Background: an optimization exercise with open tools, aiming at small area and a short achievable clock period. Do not read the settings as production practice.
The RTL was checked by simulation tests, not by an equivalence proof against the original design.
No driver is modelled on the clock port, so clocking that relies on it looks cheaper here than on a real chip.

$ cat flow/flow/run.sh
#!/bin/bash
# Own layout flow: the standard ORFS flow (standard.sh, with its unchanged synthesis) and
# these changes to how the layout is made:
#  - port buffers are sky130_fd_sc_hd__buf_2 instead of the delay cell buffer_ports picks;
#  - repair may change a cell's footprint (MATCH_CELL_FOOTPRINT=0);
#  - the clock is distributed by flow/clock_tree.tcl (run as the CTS step's pre-hook): the
#    clock port drives 3 clkbuf_16, one per cluster of nearby flip-flops, so those registers
#    see one buffer level; the 4th branch feeds the registers in the middle of the result
#    table (k_*, register-to-register paths only, no port paths) through one delay cell and a
#    clkbuf_16, which moves time from the short stage after them to the long stage before
#    them. TritonCTS then finds the clock already buffered and leaves it.
# Each tool's full output stays in orfs/logs/ (ORFS writes one log per step); make's own
# output goes to flow_make.log.
set -euo pipefail
cd "$(dirname "$0")/.."
bash standard.sh \
  BUFFER_PORTS_ARGS="-buffer_cell sky130_fd_sc_hd__buf_2" \
  MATCH_CELL_FOOTPRINT=0 \
  PRE_CTS_TCL="$PWD/flow/clock_tree.tcl" \
  CLK_SKEW_PATTERN='k_*' \
  CLK_SKEW_CELL=sky130_fd_sc_hd__clkdlybuf4s50_1 \
  finish > flow_make.log 2>&1
$ cat flow/flow/clock_tree.tcl
# Clock distribution made here instead of TritonCTS's H-tree: the clock port drives
# CLK_TREE_K clock buffers, each placed at the centre of a cluster of nearby flip-flops and
# driving that cluster's clock pins. One level of buffering gives every register the same
# kind of clock path (a balanced tree with a single buffer level).
set k_want [expr {[info exists ::env(CLK_TREE_K)] ? $::env(CLK_TREE_K) : 4}]
set bufname [expr {[info exists ::env(CLK_TREE_BUF)] ? $::env(CLK_TREE_BUF) : "sky130_fd_sc_hd__clkbuf_16"}]
set block [ord::get_db_block]
set db [ord::get_db]
set clk_port [lindex [sta::find_clocks_matching * 0 0] 0]
set clknet ""
foreach bt [$block getBTerms] {
  if {[$bt getName] eq "clk"} { set clknet [$bt getNet] }
}
set master [$db findMaster $bufname]
set skew_pat [expr {[info exists ::env(CLK_SKEW_PATTERN)] ? $::env(CLK_SKEW_PATTERN) : ""}]
set skew_cell [expr {[info exists ::env(CLK_SKEW_CELL)] ? $::env(CLK_SKEW_CELL) : ""}]
set sinks {}; set late {}
foreach it [$clknet getITerms] {
  if {$skew_pat ne "" && [string match $skew_pat [[$it getInst] getName]]} { lappend late $it } else { lappend sinks $it }
}
if {[llength $late] > 0} { incr k_want -1 }
set n [llength $sinks]
puts "clock_tree: $n sinks, $k_want buffers of $bufname"
# coordinates
set xs {}; set ys {}
foreach it $sinks {
  set b [[$it getInst] getBBox]
  lappend xs [expr {([$b xMin] + [$b xMax]) / 2.0}]
  lappend ys [expr {([$b yMin] + [$b yMax]) / 2.0}]
}
# k-means, seeded by sorting along x then y (deterministic)
set order [lsort -integer -indices [lmap x $xs {expr {int($x)}}]]
set cx {}; set cy {}
for {set k 0} {$k < $k_want} {incr k} {
  set i [lindex $order [expr {int(($k + 0.5) * $n / $k_want)}]]
  lappend cx [lindex $xs $i]; lappend cy [lindex $ys $i]
}
set cap [expr {int(ceil(double($n) / $k_want)) + 2}]
for {set iter 0} {$iter < 30} {incr iter} {
  # balanced assignment: greedy by distance with a cap per cluster
  set pairs {}
  for {set i 0} {$i < $n} {incr i} {
    for {set k 0} {$k < $k_want} {incr k} {
      set d [expr {abs([lindex $xs $i] - [lindex $cx $k]) + abs([lindex $ys $i] - [lindex $cy $k])}]
      lappend pairs [list $d $i $k]
    }
  }
  set pairs [lsort -real -index 0 $pairs]
  set asg [lrepeat $n -1]; set cnt [lrepeat $k_want 0]
  foreach p $pairs {
    lassign $p d i k
    if {[lindex $asg $i] >= 0} continue
    if {[lindex $cnt $k] >= $cap} continue
    lset asg $i $k; lset cnt $k [expr {[lindex $cnt $k] + 1}]
  }
  set sx [lrepeat $k_want 0.0]; set sy [lrepeat $k_want 0.0]
  for {set i 0} {$i < $n} {incr i} {
    set k [lindex $asg $i]
    lset sx $k [expr {[lindex $sx $k] + [lindex $xs $i]}]
    lset sy $k [expr {[lindex $sy $k] + [lindex $ys $i]}]
  }
  for {set k 0} {$k < $k_want} {incr k} {
    if {[lindex $cnt $k] > 0} {
      lset cx $k [expr {[lindex $sx $k] / [lindex $cnt $k]}]
      lset cy $k [expr {[lindex $sy $k] / [lindex $cnt $k]}]
    }
  }
}
for {set k 0} {$k < $k_want} {incr k} {
  set inst [odb::dbInst_create $block $master "clkbuf_root_$k"]
  set net [odb::dbNet_create $block "clknet_root_$k"]
  $net setSigType CLOCK
  [$inst findITerm A] connect $clknet
  [$inst findITerm X] connect $net
  set w [[$inst getMaster] getWidth]; set h [[$inst getMaster] getHeight]
  $inst setLocation [expr {int([lindex $cx $k] - $w / 2)}] [expr {int([lindex $cy $k] - $h / 2)}]
  $inst setPlacementStatus PLACED
  $inst setSourceType TIMING
  puts "clock_tree: buffer $k at ([expr {int([lindex $cx $k])}], [expr {int([lindex $cy $k])}]) drives [lindex $cnt $k] sinks"
}
for {set i 0} {$i < $n} {incr i} {
  set it [lindex $sinks $i]
  set k [lindex $asg $i]
  $it disconnect
  $it connect [$block findNet "clknet_root_$k"]
}
if {[llength $late] > 0} {
  # the pipeline's middle register: its clock passes one delay cell more, which moves time
  # from the stage after it to the stage before it (both are register-to-register paths)
  set lx 0.0; set ly 0.0
  foreach it $late {
    set b [[$it getInst] getBBox]
    set lx [expr {$lx + ([$b xMin] + [$b xMax]) / 2.0}]; set ly [expr {$ly + ([$b yMin] + [$b yMax]) / 2.0}]
  }
  set lx [expr {int($lx / [llength $late])}]; set ly [expr {int($ly / [llength $late])}]
  set dly [odb::dbInst_create $block [$db findMaster $skew_cell] "clkdly_late"]
  set dnet [odb::dbNet_create $block "clknet_late_d"]
  $dnet setSigType CLOCK
  [$dly findITerm A] connect $clknet
  [$dly findITerm X] connect $dnet
  $dly setLocation [expr {$lx - 2000}] $ly; $dly setPlacementStatus PLACED; $dly setSourceType TIMING
  set lb [odb::dbInst_create $block $master "clkbuf_late"]
  set lnet [odb::dbNet_create $block "clknet_late"]
  $lnet setSigType CLOCK
  [$lb findITerm A] connect $dnet
  [$lb findITerm X] connect $lnet
  $lb setLocation $lx $ly; $lb setPlacementStatus PLACED; $lb setSourceType TIMING
  foreach it $late { $it disconnect; $it connect $lnet }
  puts "clock_tree: [llength $late] sinks matching $skew_pat behind $skew_cell"
}
$clknet setSigType CLOCK
global_connect
set_propagated_clock [all_clocks]
$ cat flow/standard.sh
#!/bin/bash
# synth_recipe.tcl (not shown) runs the flow's synth.tcl, then flattens the netlist and writes it again
# the make line also repeats each setting of config.mk as NAME=value (left out here)
make -C /OpenROAD-flow-scripts/flow DESIGN_CONFIG=/design/flow/config.mk WORK_HOME=/design/flow/orfs CLKGATE_MAP_FILE= SYNTH_SCRIPT=/design/flow/synth_recipe.tcl "${@:-finish}"
$ cat flow/config.mk
export PLATFORM = sky130hd
export DESIGN_NAME = sincos
export DESIGN_NICKNAME = sincos
export VERILOG_FILES = /design/flow/design.v
export SDC_FILE = /design/flow/constraint.sdc
export NUM_CORES = 4
export LEC_CHECK = 0
export ABC_AREA = 1
export CAP_MARGIN = 20
export CORE_MARGIN = 2
export CORE_UTILIZATION = 40
export SETUP_SLACK_MARGIN = 2.45
export SLEW_MARGIN = 20
$ cat flow/constraint.sdc
create_clock -name core_clock -period 4.0 [get_ports {clk}]
set_input_delay 0.8000 -clock core_clock [delete_from_list [all_inputs] [get_ports {clk}]]
set_output_delay 0.8000 -clock core_clock [all_outputs]
set_load 0.01 [all_outputs]
$ cat flow/design.v
module sincos (
    input wire clk,
    input wire rst,
    input wire [7:0] theta,
    output reg [7:0] sine,
    output reg [7:0] cosine,
    output reg done
);
    reg [7:0] t [0:6];
    reg [7:0] t8;
    integer i;
    always @(posedge clk) begin
        t[0] <= theta;
        for (i = 1; i < 7; i = i + 1) t[i] <= t[i-1];
        t8 <= t[6];
    end
    wire a_n25, a_n26, a_n27, a_n28, a_n29, a_n30, a_n31, a_n32, a_s6, a_n34;
    wire a_n35, a_n36, a_n37, a_n38, a_n39, a_n40, a_n41, a_n42, a_s5, a_n44;
    wire a_n45, a_n46, a_n47, a_n48, a_n49, a_n50, a_n51, a_n52, a_n53, a_n54;
    wire a_n55, a_n56, a_n57, a_n58, a_n59, a_n60, a_n61, a_n62, a_n63, a_n64;
    wire a_n65, a_n66, a_n67, a_n68, a_n69, a_n70, a_n71, a_n72, a_n73, a_n74;
    wire a_n75, a_n76, a_n77, a_n78, a_n79, a_n80, a_n81, a_n82, a_n83, a_n84;
    wire a_n85, a_n86, a_n87, a_n88, a_n89, a_n90, a_n91, a_n92, a_n93, a_n94;
    wire a_n95, a_n96, a_n97, a_n98, a_n99, a_n100, a_n101, a_n102, a_n103, a_n104;
    wire a_n105, a_n106, a_n107, a_n108, a_n109, a_n110, a_n111, a_n112, a_n113, a_n114;
    wire a_n115, a_n116, a_n117, a_n118, a_n119, a_n120, a_n121, a_n122, a_n123, a_n124;
    wire a_n125, a_n126, a_n127, a_n128, a_n129, a_n130, a_n131, a_n132, a_n133, a_n134;
    wire a_n135, a_n136, a_n137, a_n138, a_n139, a_n140, a_n141, a_n142, a_n143, a_n144;
    wire a_n145, a_n146, a_n147, a_n148, a_n149, a_n150, a_n151, a_n152, a_n153, a_n154;
    wire a_n155, a_n156, a_n157, a_n158, a_n159, a_n160, a_n161, a_n162, a_n163, a_n164;
    wire a_n165, a_n166, a_n167, a_n168, a_n169, a_n170, a_n171, a_n172, a_n173, a_n174;
    wire a_n175, a_n176, a_n177, a_n178, a_n179, a_n180, a_n181, a_n182, a_n183, a_n184;
    wire a_n186, a_n187, a_n188, a_n189, a_n190, a_n191, a_n192, a_n193, a_n195, a_n196;
    wire a_n198, a_n200, a_n201, a_n202, a_n203, a_n204, a_n205, a_n206, a_n207, a_n208;
    wire a_n209, a_n210, a_n211, a_n212, a_n213, a_n214, a_n215, a_n216, a_n217, a_n218;
    wire a_n219, a_n220, a_n221, a_n222, a_n223, a_n224, a_n225, a_n226, a_n227, a_n228;
    wire a_n229, a_n231, a_s1, a_n233, a_n234, a_n235, a_n236, a_n237, a_n238, a_n239;
    wire a_n240, a_n241, a_n242, a_n243, a_n244, a_n245, a_n246, a_n247, a_n248, a_n249;
    wire a_n250, a_n251, a_n252, a_n253, a_n254, a_s0, a_n256, a_n257, a_n258, a_n259;
    wire a_n260, a_n261, a_n262, a_n263, a_c7, a_n265, a_n266, a_n267, a_n268, a_n269;
    wire a_n270, a_n271, a_n272, a_c6, a_n274, a_n275, a_n276, a_n277, a_n278, a_n279;
    wire a_n280, a_n281, a_n282, a_n283, a_n284, a_n285, a_n286, a_n287, a_n288, a_n290;
    wire a_n291, a_n292, a_n293, a_n294, a_n295, a_n296, a_n297, a_n298, a_n299, a_n300;
    wire a_n301, a_c4, a_n303, a_n304, a_n305, a_n306, a_n307, a_n308, a_n309, a_n310;
    wire a_n311, a_n312, a_n313, a_n314, a_n315, a_n316, a_n317, a_n318, a_n319, a_n320;
    wire a_n321, a_n322, a_n323, a_n324, a_n325, a_n326, a_n327, a_n328, a_n329, a_n330;
    wire a_n331, a_n332, a_n333, a_n334, a_n335, a_n336, a_n337, a_n338, a_n339, a_n340;
    wire a_n341, a_n342, a_n343, a_n344, a_c3, a_n346, a_n347, a_n348, a_n349, a_n350;
    wire a_n351, a_n352, a_n353, a_n354, a_n355, a_n356, a_n357, a_n358, a_n359, a_n360;
    wire a_n361, a_n362, a_n363, a_n364, a_n365, a_n366, a_n367, a_n368, a_n369, a_n370;
    wire a_n371, a_n372, a_n373, a_n374, a_n375, a_n376, a_n377, a_n378, a_n379, a_n380;
    wire a_n381, a_n382, a_n383, a_n384, a_n385, a_n386, a_n387, a_n388, a_n389, a_n390;
    wire a_n391, a_n392, a_n393, a_c2, a_n395, a_n396, a_n397, a_n398, a_n399, a_n400;
    wire a_n401, a_n402, a_n403, a_n404, a_n405, a_n406, a_n407, a_n408, a_n409, a_n410;
    wire a_n411, a_n412, a_n413, a_n414, a_n415, a_n416, a_n417, a_n418, a_n419, a_n420;
    wire a_n421, a_n422, a_n423, a_n424, a_n425, a_n426, a_n427, a_n428, a_n429, a_n430;
    wire a_n431, a_n432, a_n433, a_n434, a_n435, a_n436, a_n438, a_n439, a_n440, a_n441;
    wire a_n443;
    assign a_n25 = t8[4] & t8[3];
    assign a_n26 = ~t8[7] & t8[5];
    assign a_n27 = a_n25 & a_n26;
    assign a_n28 = t8[7] & ~t8[5];
    assign a_n29 = ~t8[3] & ~t8[2];
    assign a_n30 = ~t8[4] & a_n29;
    assign a_n31 = a_n28 & a_n30;
    assign a_n32 = t8[6] & ~a_n31;
    assign a_s6 = a_n27 | a_n32;
    assign a_n34 = t8[7] & t8[5];
    assign a_n35 = ~t8[4] & ~t8[3];
    assign a_n36 = t8[2] & t8[1];
    assign a_n37 = a_n35 & ~a_n36;
    assign a_n38 = a_n34 & ~a_n37;
    assign a_n39 = a_n32 & ~a_n38;
    assign a_n40 = ~t8[7] & ~t8[5];
    assign a_n41 = ~a_n25 & a_n40;
    assign a_n42 = ~a_n27 & ~a_n41;
    assign a_s5 = ~a_n39 & a_n42;
    assign a_n44 = t8[3] & t8[2];
    assign a_n45 = a_n28 & a_n44;
    assign a_n46 = t8[6] & t8[5];
    assign a_n47 = ~t8[3] & a_n46;
    assign a_n48 = ~a_n45 & ~a_n47;
    assign a_n49 = ~t8[7] & ~t8[6];
    assign a_n50 = ~t8[2] & a_n49;
    assign a_n51 = ~a_n25 & ~a_n35;
    assign a_n52 = ~t8[5] & t8[1];
    assign a_n53 = a_n51 & a_n52;
    assign a_n54 = a_n50 & ~a_n53;
    assign a_n55 = t8[6] & ~t8[2];
    assign a_n56 = t8[4] & a_n55;
    assign a_n57 = t8[7] & a_n56;
    assign a_n58 = ~a_n54 & ~a_n57;
    assign a_n59 = ~t8[7] & ~t8[4];
    assign a_n60 = ~t8[0] & a_n59;
    assign a_n61 = t8[7] & t8[1];
    assign a_n62 = ~a_n60 & ~a_n61;
    assign a_n63 = a_n58 & a_n62;
    assign a_n64 = ~a_n48 & ~a_n63;
    assign a_n65 = ~t8[6] & ~t8[1];
    assign a_n66 = t8[5] & ~t8[4];
    assign a_n67 = t8[7] & ~t8[2];
    assign a_n68 = ~t8[0] & a_n67;
    assign a_n69 = ~a_n66 & ~a_n68;
    assign a_n70 = a_n65 & ~a_n69;
    assign a_n71 = t8[7] & t8[0];
    assign a_n72 = t8[1] & ~a_n71;
    assign a_n73 = t8[5] & ~a_n72;
    assign a_n74 = ~t8[4] & ~a_n29;
    assign a_n75 = t8[7] & ~a_n44;
    assign a_n76 = a_n74 & a_n75;
    assign a_n77 = ~a_n73 & a_n76;
    assign a_n78 = ~a_n70 & ~a_n77;
    assign a_n79 = t8[0] & a_n44;
    assign a_n80 = a_n66 & ~a_n79;
    assign a_n81 = ~t8[3] & t8[2];
    assign a_n82 = t8[5] & a_n81;
    assign a_n83 = ~t8[7] & t8[3];
    assign a_n84 = ~a_n26 & ~a_n83;
    assign a_n85 = ~a_n82 & a_n84;
    assign a_n86 = ~a_n80 & ~a_n85;
    assign a_n87 = ~a_n26 & a_n36;
    assign a_n88 = a_n86 & ~a_n87;
    assign a_n89 = t8[6] & ~a_n59;
    assign a_n90 = t8[6] & ~t8[4];
    assign a_n91 = t8[3] & ~t8[0];
    assign a_n92 = a_n90 & a_n91;
    assign a_n93 = ~a_n89 & ~a_n92;
    assign a_n94 = a_n55 & a_n93;
    assign a_n95 = ~t8[5] & t8[4];
    assign a_n96 = ~a_n36 & ~a_n95;
    assign a_n97 = ~t8[6] & t8[5];
    assign a_n98 = ~a_n28 & ~a_n97;
    assign a_n99 = a_n96 & a_n98;
    assign a_n100 = a_n44 & a_n99;
    assign a_n101 = ~a_n94 & ~a_n100;
    assign a_n102 = ~a_n88 & ~a_n101;
    assign a_n103 = a_n78 & ~a_n102;
    assign a_n104 = ~a_n64 & a_n103;
    assign a_n105 = t8[3] & ~a_n67;
    assign a_n106 = a_n99 & a_n105;
    assign a_n107 = ~t8[6] & t8[4];
    assign a_n108 = ~t8[1] & ~a_n107;
    assign a_n109 = t8[5] & t8[4];
    assign a_n110 = ~t8[1] & t8[0];
    assign a_n111 = ~a_n109 & ~a_n110;
    assign a_n112 = ~a_n108 & ~a_n111;
    assign a_n113 = ~t8[7] & ~t8[2];
    assign a_n114 = ~t8[1] & a_n113;
    assign a_n115 = t8[7] & ~t8[3];
    assign a_n116 = ~a_n83 & ~a_n115;
    assign a_n117 = ~a_n114 & a_n116;
    assign a_n118 = a_n112 & a_n117;
    assign a_n119 = ~a_n106 & ~a_n118;
    assign a_n120 = t8[3] & ~t8[1];
    assign a_n121 = t8[1] & a_n29;
    assign a_n122 = ~a_n120 & ~a_n121;
    assign a_n123 = t8[4] & a_n71;
    assign a_n124 = ~a_n59 & ~a_n123;
    assign a_n125 = a_n122 & a_n124;
    assign a_n126 = a_n119 & a_n125;
    assign a_n127 = ~t8[6] & ~t8[5];
    assign a_n128 = ~a_n122 & ~a_n124;
    assign a_n129 = a_n127 & ~a_n128;
    assign a_n130 = ~a_n126 & a_n129;
    assign a_n131 = ~t8[3] & ~a_n36;
    assign a_n132 = t8[4] & ~a_n131;
    assign a_n133 = a_n40 & a_n132;
    assign a_n134 = t8[3] & ~t8[2];
    assign a_n135 = t8[4] & ~t8[1];
    assign a_n136 = a_n134 & a_n135;
    assign a_n137 = ~t8[5] & a_n136;
    assign a_n138 = t8[6] & ~a_n137;
    assign a_n139 = ~a_n133 & a_n138;
    assign a_n140 = ~t8[7] & a_n81;
    assign a_n141 = ~a_n134 & ~a_n140;
    assign a_n142 = a_n109 & ~a_n141;
    assign a_n143 = ~t8[4] & ~t8[2];
    assign a_n144 = a_n49 & a_n143;
    assign a_n145 = ~t8[6] & ~t8[3];
    assign a_n146 = a_n49 & a_n145;
    assign a_n147 = ~a_n144 & ~a_n146;
    assign a_n148 = ~t8[5] & a_n49;
    assign a_n149 = ~a_n107 & ~a_n148;
    assign a_n150 = a_n147 & a_n149;
    assign a_n151 = ~a_n142 & ~a_n150;
    assign a_n152 = ~a_n139 & ~a_n151;
    assign a_n153 = t8[7] & t8[4];
    assign a_n154 = ~t8[5] & ~t8[4];
    assign a_n155 = ~a_n67 & ~a_n154;
    assign a_n156 = ~a_n153 & a_n155;
    assign a_n157 = ~a_n152 & a_n156;
    assign a_n158 = ~a_n130 & a_n157;
    assign a_n159 = a_n104 & a_n158;
    assign a_n160 = ~a_n36 & ~a_n66;
    assign a_n161 = ~t8[7] & a_n145;
    assign a_n162 = ~a_n160 & a_n161;
    assign a_n163 = a_n119 & ~a_n162;
    assign a_n164 = t8[4] & a_n44;
    assign a_n165 = t8[6] & t8[1];
    assign a_n166 = a_n164 & a_n165;
    assign a_n167 = ~a_n30 & ~a_n166;
    assign a_n168 = t8[7] & ~a_n167;
    assign a_n169 = ~t8[5] & ~t8[3];
    assign a_n170 = a_n153 & a_n169;
    assign a_n171 = ~t8[4] & t8[1];
    assign a_n172 = a_n44 & a_n171;
    assign a_n173 = a_n29 & a_n135;
    assign a_n174 = ~a_n172 & ~a_n173;
    assign a_n175 = ~a_n170 & a_n174;
    assign a_n176 = ~a_n168 & a_n175;
    assign a_n177 = a_n163 & a_n176;
    assign a_n178 = ~t8[4] & ~a_n26;
    assign a_n179 = t8[6] & a_n178;
    assign a_n180 = a_n177 & a_n179;
    assign a_n181 = ~a_n159 & a_n180;
    assign a_n182 = t8[7] & ~a_n51;
    assign a_n183 = t8[6] & ~a_n182;
    assign a_n184 = a_n159 & a_n183;
    assign a_n186 = ~t8[5] & t8[3];
    assign a_n187 = a_n112 & a_n186;
    assign a_n188 = a_n49 & ~a_n51;
    assign a_n189 = a_n59 & a_n160;
    assign a_n190 = ~a_n188 & ~a_n189;
    assign a_n191 = ~a_n187 & a_n190;
    assign a_n192 = ~a_n177 & a_n183;
    assign a_n193 = a_n191 & ~a_n192;
    assign a_n195 = ~a_n159 & a_n177;
    assign a_n196 = ~t8[6] & a_n163;
    assign a_n198 = t8[5] & a_n35;
    assign a_n200 = a_n93 & a_n125;
    assign a_n201 = a_n119 & a_n200;
    assign a_n202 = a_n93 & a_n128;
    assign a_n203 = t8[7] & ~a_n186;
    assign a_n204 = a_n36 & ~a_n203;
    assign a_n205 = a_n93 & ~a_n127;
    assign a_n206 = a_n204 & ~a_n205;
    assign a_n207 = ~a_n202 & a_n206;
    assign a_n208 = ~a_n201 & a_n207;
    assign a_n209 = ~t8[0] & a_n169;
    assign a_n210 = ~a_n165 & ~a_n209;
    assign a_n211 = ~t8[2] & ~a_n210;
    assign a_n212 = ~t8[4] & ~a_n127;
    assign a_n213 = ~a_n107 & ~a_n212;
    assign a_n214 = t8[7] & ~a_n82;
    assign a_n215 = ~a_n213 & a_n214;
    assign a_n216 = ~t8[0] & a_n135;
    assign a_n217 = ~a_n66 & ~a_n216;
    assign a_n218 = ~a_n52 & ~a_n81;
    assign a_n219 = a_n217 & a_n218;
    assign a_n220 = a_n215 & ~a_n219;
    assign a_n221 = ~a_n211 & a_n220;
    assign a_n222 = ~t8[1] & a_n109;
    assign a_n223 = ~a_n58 & ~a_n222;
    assign a_n224 = ~a_n221 & ~a_n223;
    assign a_n225 = ~a_n208 & a_n224;
    assign a_n226 = t8[6] & a_n88;
    assign a_n227 = a_n225 & ~a_n226;
    assign a_n228 = a_n25 & a_n97;
    assign a_n229 = a_n227 & ~a_n228;
    assign a_n231 = ~a_n130 & ~a_n152;
    assign a_s1 = a_n104 & a_n231;
    assign a_n233 = ~a_n169 & ~a_n171;
    assign a_n234 = a_n196 & ~a_n233;
    assign a_n235 = a_n124 & a_n173;
    assign a_n236 = ~a_n74 & ~a_n235;
    assign a_n237 = ~t8[6] & ~a_n236;
    assign a_n238 = t8[5] & t8[3];
    assign a_n239 = t8[1] & t8[0];
    assign a_n240 = a_n238 & a_n239;
    assign a_n241 = ~a_n172 & ~a_n240;
    assign a_n242 = ~a_n56 & ~a_n136;
    assign a_n243 = a_n241 & a_n242;
    assign a_n244 = t8[7] & ~a_n243;
    assign a_n245 = t8[5] & ~t8[2];
    assign a_n246 = a_n59 & ~a_n245;
    assign a_n247 = ~t8[3] & a_n246;
    assign a_n248 = a_n25 & a_n34;
    assign a_n249 = ~a_n247 & ~a_n248;
    assign a_n250 = ~a_n35 & a_n46;
    assign a_n251 = ~a_n67 & a_n250;
    assign a_n252 = a_n249 & ~a_n251;
    assign a_n253 = ~a_n244 & a_n252;
    assign a_n254 = ~a_n237 & a_n253;
    assign a_s0 = a_n234 | ~a_n254;
    assign a_n256 = a_n164 & ~a_n216;
    assign a_n257 = t8[7] & a_n127;
    assign a_n258 = ~a_n256 & a_n257;
    assign a_n259 = t8[5] & ~a_n29;
    assign a_n260 = ~a_n50 & a_n259;
    assign a_n261 = ~a_n109 & ~a_n260;
    assign a_n262 = ~t8[7] & t8[6];
    assign a_n263 = ~a_n261 & a_n262;
    assign a_c7 = a_n258 | a_n263;
    assign a_n265 = ~t8[5] & ~a_n132;
    assign a_n266 = ~a_n209 & ~a_n265;
    assign a_n267 = t8[7] & t8[6];
    assign a_n268 = a_n266 & a_n267;
    assign a_n269 = ~t8[6] & a_n35;
    assign a_n270 = ~a_n261 & ~a_n269;
    assign a_n271 = a_n49 & ~a_n270;
    assign a_n272 = ~a_c7 & ~a_n271;
    assign a_c6 = a_n268 | ~a_n272;
    assign a_n274 = ~t8[6] & a_n132;
    assign a_n275 = t8[7] & ~a_n274;
    assign a_n276 = a_n270 & ~a_n275;
    assign a_n277 = ~a_n152 & ~a_n266;
    assign a_n278 = ~a_c7 & ~a_n277;
    assign a_n279 = ~a_n49 & ~a_n278;
    assign a_n280 = ~a_n276 & ~a_n279;
    assign a_n281 = ~t8[7] & a_n90;
    assign a_n282 = t8[4] & a_n49;
    assign a_n283 = ~a_n281 & ~a_n282;
    assign a_n284 = ~a_n44 & ~a_n283;
    assign a_n285 = a_n35 & a_n55;
    assign a_n286 = ~a_n239 & a_n285;
    assign a_n287 = ~a_n284 & ~a_n286;
    assign a_n288 = a_n40 & a_n287;
    assign a_n290 = a_n49 & a_n172;
    assign a_n291 = a_n287 & ~a_n290;
    assign a_n292 = ~t8[0] & a_n134;
    assign a_n293 = ~a_n135 & a_n292;
    assign a_n294 = t8[6] & ~t8[0];
    assign a_n295 = a_n29 & a_n294;
    assign a_n296 = ~a_n90 & ~a_n295;
    assign a_n297 = ~a_n293 & a_n296;
    assign a_n298 = ~a_n274 & a_n297;
    assign a_n299 = a_n291 & ~a_n298;
    assign a_n300 = a_n270 & ~a_n299;
    assign a_n301 = ~a_n278 & a_n291;
    assign a_c4 = a_n300 | a_n301;
    assign a_n303 = ~a_n68 & a_n267;
    assign a_n304 = ~a_n49 & a_n82;
    assign a_n305 = ~a_n303 & ~a_n304;
    assign a_n306 = ~a_n65 & ~a_n66;
    assign a_n307 = a_n287 & a_n306;
    assign a_n308 = ~a_n305 & ~a_n307;
    assign a_n309 = t8[7] & ~t8[0];
    assign a_n310 = ~a_n51 & ~a_n165;
    assign a_n311 = a_n309 & ~a_n310;
    assign a_n312 = t8[3] & a_n90;
    assign a_n313 = ~a_n311 & ~a_n312;
    assign a_n314 = t8[1] & a_n71;
    assign a_n315 = ~a_n245 & ~a_n314;
    assign a_n316 = ~a_n313 & ~a_n315;
    assign a_n317 = ~a_n71 & a_n154;
    assign a_n318 = t8[6] & a_n317;
    assign a_n319 = a_n73 & a_n107;
    assign a_n320 = ~a_n318 & ~a_n319;
    assign a_n321 = t8[2] & ~t8[0];
    assign a_n322 = a_n83 & a_n321;
    assign a_n323 = ~a_n29 & ~a_n322;
    assign a_n324 = ~a_n320 & ~a_n323;
    assign a_n325 = ~a_n316 & ~a_n324;
    assign a_n326 = a_n36 & a_n309;
    assign a_n327 = ~t8[6] & a_n326;
    assign a_n328 = a_n44 & ~a_n309;
    assign a_n329 = a_n95 & ~a_n328;
    assign a_n330 = ~a_n327 & a_n329;
    assign a_n331 = ~a_n49 & ~a_n267;
    assign a_n332 = a_n131 & a_n331;
    assign a_n333 = a_n330 & ~a_n332;
    assign a_n334 = a_n109 & ~a_n216;
    assign a_n335 = ~t8[5] & ~t8[1];
    assign a_n336 = a_n59 & ~a_n335;
    assign a_n337 = ~t8[6] & ~a_n336;
    assign a_n338 = ~a_n334 & a_n337;
    assign a_n339 = a_n44 & ~a_n46;
    assign a_n340 = ~a_n165 & a_n339;
    assign a_n341 = ~a_n338 & a_n340;
    assign a_n342 = ~a_n333 & ~a_n341;
    assign a_n343 = ~a_n268 & ~a_n342;
    assign a_n344 = a_n325 & ~a_n343;
    assign a_c3 = a_n308 | ~a_n344;
    assign a_n346 = ~a_n40 & ~a_n198;
    assign a_n347 = t8[1] & ~a_n346;
    assign a_n348 = ~t8[5] & ~a_n135;
    assign a_n349 = a_n71 & ~a_n238;
    assign a_n350 = ~a_n348 & a_n349;
    assign a_n351 = a_n109 & a_n314;
    assign a_n352 = ~a_n350 & ~a_n351;
    assign a_n353 = a_n89 & a_n352;
    assign a_n354 = ~a_n347 & a_n353;
    assign a_n355 = t8[3] & t8[0];
    assign a_n356 = ~t8[4] & a_n355;
    assign a_n357 = t8[7] & a_n169;
    assign a_n358 = ~a_n356 & ~a_n357;
    assign a_n359 = ~t8[6] & ~a_n83;
    assign a_n360 = ~a_n222 & a_n359;
    assign a_n361 = a_n358 & a_n360;
    assign a_n362 = ~a_n354 & ~a_n361;
    assign a_n363 = a_n109 & ~a_n145;
    assign a_n364 = t8[4] & ~a_n363;
    assign a_n365 = ~t8[3] & a_n335;
    assign a_n366 = a_n46 & a_n120;
    assign a_n367 = ~a_n365 & ~a_n366;
    assign a_n368 = ~a_n364 & a_n367;
    assign a_n369 = a_n309 & ~a_n368;
    assign a_n370 = t8[6] & ~a_n314;
    assign a_n371 = a_n154 & ~a_n370;
    assign a_n372 = ~t8[2] & ~a_n371;
    assign a_n373 = ~a_n369 & a_n372;
    assign a_n374 = ~a_n362 & a_n373;
    assign a_n375 = ~a_n83 & a_n217;
    assign a_n376 = ~a_n108 & ~a_n375;
    assign a_n377 = t8[5] & ~a_n309;
    assign a_n378 = ~a_n170 & ~a_n377;
    assign a_n379 = ~a_n376 & a_n378;
    assign a_n380 = ~a_n335 & ~a_n355;
    assign a_n381 = a_n124 & ~a_n380;
    assign a_n382 = t8[6] & ~a_n381;
    assign a_n383 = a_n379 & ~a_n382;
    assign a_n384 = ~a_n71 & ~a_n267;
    assign a_n385 = a_n363 & ~a_n384;
    assign a_n386 = a_n35 & ~a_n262;
    assign a_n387 = ~a_n385 & ~a_n386;
    assign a_n388 = ~a_n314 & ~a_n387;
    assign a_n389 = ~t8[3] & t8[1];
    assign a_n390 = a_n123 & a_n389;
    assign a_n391 = t8[2] & ~a_n390;
    assign a_n392 = ~a_n388 & a_n391;
    assign a_n393 = ~a_n383 & a_n392;
    assign a_c2 = a_n374 | a_n393;
    assign a_n395 = ~a_n79 & a_n384;
    assign a_n396 = a_n154 & ~a_n395;
    assign a_n397 = a_n29 & a_n109;
    assign a_n398 = ~a_n56 & ~a_n397;
    assign a_n399 = ~a_n396 & a_n398;
    assign a_n400 = t8[4] & a_n169;
    assign a_n401 = a_n34 & ~a_n51;
    assign a_n402 = ~a_n400 & ~a_n401;
    assign a_n403 = t8[2] & ~a_n402;
    assign a_n404 = a_n399 & ~a_n403;
    assign a_n405 = ~a_n71 & ~a_n404;
    assign a_n406 = a_n71 & ~a_n134;
    assign a_n407 = a_n404 & a_n406;
    assign a_n408 = ~a_n405 & ~a_n407;
    assign a_n409 = t8[1] & a_n408;
    assign a_n410 = ~a_n164 & ~a_n238;
    assign a_n411 = ~a_n46 & ~a_n410;
    assign a_n412 = ~a_n30 & ~a_n245;
    assign a_n413 = ~a_n411 & a_n412;
    assign a_n414 = ~a_n281 & a_n413;
    assign a_n415 = a_n283 & ~a_n309;
    assign a_n416 = ~a_n414 & ~a_n415;
    assign a_n417 = a_n71 & a_n413;
    assign a_n418 = ~t8[1] & ~a_n417;
    assign a_n419 = ~a_n416 & a_n418;
    assign a_n420 = a_n65 & ~a_n155;
    assign a_n421 = ~a_n419 & ~a_n420;
    assign a_n422 = ~a_n409 & a_n421;
    assign a_n423 = t8[7] & ~a_n292;
    assign a_n424 = ~t8[4] & ~a_n172;
    assign a_n425 = ~a_n423 & ~a_n424;
    assign a_n426 = ~a_n46 & ~a_n127;
    assign a_n427 = a_n425 & ~a_n426;
    assign a_n428 = t8[7] & t8[3];
    assign a_n429 = ~a_n140 & ~a_n428;
    assign a_n430 = ~a_n423 & ~a_n429;
    assign a_n431 = ~t8[4] & a_n430;
    assign a_n432 = t8[0] & a_n67;
    assign a_n433 = ~a_n51 & a_n432;
    assign a_n434 = ~a_n431 & ~a_n433;
    assign a_n435 = a_n97 & ~a_n434;
    assign a_n436 = ~a_n427 & ~a_n435;
    assign a_n438 = t8[3] & a_n227;
    assign a_n439 = ~t8[5] & ~a_n89;
    assign a_n440 = ~a_n168 & ~a_n237;
    assign a_n441 = ~a_n439 & a_n440;
    assign a_n443 = ~a_n28 & a_n440;
    reg k_t7, k_s6, k_s5, k_n181, k_n184, k_n193, k_n195, k_n196, k_n198, k_n229, k_s1, k_s0, k_c7, k_c6, k_n280, k_n288, k_c4, k_c3, k_c2, k_n422, k_n436, k_n438, k_n441, k_n443;
    always @(posedge clk) begin
        k_t7 <= t8[7];
        k_s6 <= a_s6;
        k_s5 <= a_s5;
        k_n181 <= a_n181;
        k_n184 <= a_n184;
        k_n193 <= a_n193;
        k_n195 <= a_n195;
        k_n196 <= a_n196;
        k_n198 <= a_n198;
        k_n229 <= a_n229;
        k_s1 <= a_s1;
        k_s0 <= a_s0;
        k_c7 <= a_c7;
        k_c6 <= a_c6;
        k_n280 <= a_n280;
        k_n288 <= a_n288;
        k_c4 <= a_c4;
        k_c3 <= a_c3;
        k_c2 <= a_c2;
        k_n422 <= a_n422;
        k_n436 <= a_n436;
        k_n438 <= a_n438;
        k_n441 <= a_n441;
        k_n443 <= a_n443;
    end
    wire [7:0] s_n, c_n;
    wire b_n185, b_n199, b_n442, b_n444;
    assign b_n185 = ~k_n181 & ~k_n184;
    assign s_n[4] = b_n185 & k_n193;
    assign s_n[3] = ~k_n195 & ~k_n196;
    assign b_n199 = k_n195 & k_n198;
    assign s_n[2] = ~b_n199 & k_n229;
    assign c_n[5] = ~k_n280 & ~k_n288;
    assign c_n[1] = k_n422 | ~k_n436;
    assign b_n442 = ~k_n438 & k_n441;
    assign b_n444 = k_n438 & k_n443;
    assign c_n[0] = b_n442 | b_n444;
    assign s_n[7] = k_t7;
    assign s_n[6] = k_s6;
    assign s_n[5] = k_s5;
    assign s_n[1] = k_s1;
    assign s_n[0] = k_s0;
    assign c_n[7] = k_c7;
    assign c_n[6] = k_c6;
    assign c_n[4] = k_c4;
    assign c_n[3] = k_c3;
    assign c_n[2] = k_c2;
    always @(posedge clk) begin
        sine <= s_n;
        cosine <= c_n;
    end
    reg [2:0] cnt;
    reg full;
    always @(posedge clk or posedge rst) begin
        if (rst) begin
            cnt <= 3'd0;
            full <= 1'b0;
            done <= 1'b0;
        end else begin
            cnt <= cnt + 3'd1;
            full <= full | (&cnt);
            done <= full;
        end
    end
endmodule
==> results.txt <==
-- flip-flops by register name (all words and copies together), names as in the netlist, 3 cells and up --
register,count
t,56
cosine,8
sine,8
t8,8
cnt,3
-- Yosys cell counts (all sizes together) --
cell type,count
a211oi,1
a21boi,2
a21oi,14
a221oi,1
a22oi,1
a31oi,1
and2,1
buf,14
clkbuf,1
dfrtp,5
dfxtp,104
ha,12
inv,49
mux2,1
nand2,111
nand3,35
nand3b,1
nand4,10
nor2,54
nor3,5
nor3b,1
o2111ai,1
o211ai,4
o21a,3
o21ai,33
o221ai,3
o22ai,2
o31ai,1
or2,2
-- cell families (layout without fill, tap and decap cells) --
| kind of cell | Yosys count | in the layout |
|---|---|---|
| compound gates | 67 | 67 |
| buf+inv | 64 | 92 |
| mux | 1 | 1 |
| flops | 109 | 109 |
| fa+ha+maj | 12 | 12 |
| simple gates | 220 | 220 |
-- timing repair --
item / CTS / global route
setup endpoints to repair: 8 / 11
resized for setup: 8 / 15
buffers inserted: 7 / 1
pin swaps: 0 / 0
hold buffers: 0 / 1
hold endpoints to repair: 0 / 1
-- final timing paths --
path                       start  endpoint  slack (ns)  depth (start not counted)
max                         done      done        2.53                          1
min                        t8[5]    k_n198        0.15                          3
max reg2reg                t8[2]    k_n193        2.62                         10
min reg2reg                t8[5]    k_n198        0.15                          3
max in group asynchronous    rst    cnt[1]        3.32                          2
min in group asynchronous    rst    cnt[2]        0.50                          2
-- layout make-up, without the clock buffers --
type	instances	area, sq um
inverters	49	206
repair buffers	38	230
multi-input cells	300	1510
well taps	133	166
fillers	955	5250
flip-flops and latches	109	2220
-- routing by layer --
metal	vias up	GRT usage, %
met4	0	13.4
met5	-	0
met2	205	34.0
met3	49	2.55
li1	1587	-
met1	1548	27.2
-- report_power, final --
part	switching, mW	internal [mW]	total [mW]
Clock	0.279	0.201	0.480
Combinational	0.175	0.0899	0.265
Sequential	0.0305	1.17	1.20
==> impl_metrics.env <==
export IMPL_maxSlewViolCount=0
export IMPL_routed_wl_mm=11.1
export IMPL_status="finished clean"
export IMPL_crit_chain="buf_2"
export IMPL_synth_top_family_by_area="simple AND/OR/NAND/NOR gates"
export IMPL_placement_io_buffers=26
export IMPL_crit_family="flip-flops"
export IMPL_critPathSlowestCell="dfrtp_1"
export IMPL_ant_nets=0
export IMPL_worstPathMaxFanout=1
export IMPL_placement_cell_area_sq_mm=0.00421
export IMPL_highest_layer="met4"
export IMPL_grt_setup_unrepaired="no"
export IMPL_grt_pass1_vias=3202
export IMPL_tightestPinTransition_ns=0.500
export IMPL_fmax_mhz=680
export IMPL_synth_cell_types=34
export IMPL_synthMuxAreaShare_pct=0.285
export IMPL_yosysWarnings=2
export IMPL_cap_violations=0
export IMPL_path_clk_slew_ns=0.11
export IMPL_synth_compound_area_share_pct=9.82
export IMPL_worstPathArrival_ns=0.67
export IMPL_grt_max_degree=32
export IMPL_met3_length_microns=901
export IMPL_clk_latency_ns=0.69
export IMPL_finalNetCount=525
export IMPL_final_util_pct=45.8
export IMPL_yosys_area_top_type="dfxtp_1"
export IMPL_syn_area_sq_mm=0.00395
export IMPL_start_util_pct=40.8
export IMPL_wl_met1_mm=4.42
export IMPL_slowest_delay_ns=0.37
export IMPL_drive_gt1_share_pct=12.4
export IMPL_final_common_cell="nand2_1"
export IMPL_end_kind="output port"
export IMPL_core_sq_mm=0.00968
export IMPL_area_growth_pct=12.3
export IMPL_whs_ns=0.152
export IMPL_die_x_microns=103
export IMPL_ys_ff_latch=109
export IMPL_via_count=3389
export IMPL_dp_hpwl_mm=7.97
export IMPL_drc_errors=0
export IMPL_drt_pass1_iter_count=5
export IMPL_skew_ns=0.531
export IMPL_required_ns=3.20
export IMPL_fp_dieH_microns=103
export IMPL_synth_xor_area_share_pct=0
export IMPL_synth_adder_area_share_pct=3.80
export IMPL_wl_met2_mm=4.98
export IMPL_routed_via_density=5.35
export IMPL_yosys_top_cells_area="dfxtp_1, nand2_1, nor2_1"
export IMPL_setup_slack_ns=2.53
export IMPL_antenna_found_initial=0
export IMPL_grt_usage_pct=21.3
export IMPL_startpoint_type="flop"
export IMPL_diodes=0
export IMPL_post_place_cells=620
export IMPL_hold_path_class="flop to flop"
export IMPL_yosys_area_top_type_share_pct=52.7
export IMPL_die_area_sq_mm=0.0107
export IMPL_num_io_pins=27
export IMPL_num_rows=36
export IMPL_max_slew_margin_pct=66.6
export IMPL_drt_iter0_drc=314
export IMPL_grt_pass1_wl_mm=17.1
export IMPL_setup_tns_ns=0
export IMPL_dp_slack_ns=1.79
export IMPL_power_density_mw_per_mm2=438
export IMPL_stdcell_count=634
export IMPL_final_cell_mix="nand2_1, dfxtp_1, nor2_1"
export IMPL_synthCells=473
export IMPL_synth_nets=495
export IMPL_critPathBufInv=1
export IMPL_syn_avg_cell_area_sq_um=8.35
export IMPL_finalCriticalPeriod_ns=1.47
export IMPL_ys_seq_area_share_pct=55.9
export IMPL_grt_overflow=0
export IMPL_crit_type="flop to output port"
export IMPL_synth_simple_area_share_pct=23.2
export IMPL_p_leak_nw=2.10
export IMPL_ir_drop_v=0.000442
export IMPL_totalPowerFinal_mw=1.94
export IMPL_fin_area_sq_mm=0.00444
export IMPL_finalSetupViolCount=0
export IMPL_gp_congestion=0.996
export IMPL_wl_per_cell_microns=17.5
export IMPL_report_final_hold_viol_count=0
export IMPL_finalCritPeriodShare_pct=36.8

## separate check: timing with driven ports
In the flow no input, the clock included, has a driving cell. The finished layout below was timed again as built, in two steps. Step 1, drivers: a clkbuf_16 drives clk and a buf_2 each remaining input, both assumed. Step 2, shift: input delay + t, output delay - t, t = (earliest + latest rising clock arrival at the registers) / 2. This alone moves slack from input paths to output paths. a / b / c = ideal / step 1 / step 2; a / b = the first two.
t (ns): 0.490
setup slack, ns: 2.529 / 2.460 / 2.617
hold slack, ns: 0.152 / 0.153 / 0.153
clock arrival spread, ns: 0.531 / 0.530
In this run the clock reaches the registers at very different times; t lies between them, and the last value is a rough guide only. For this run, drivers alone change the setup slack by -0.069 ns; drivers and shift together by +0.088 ns.
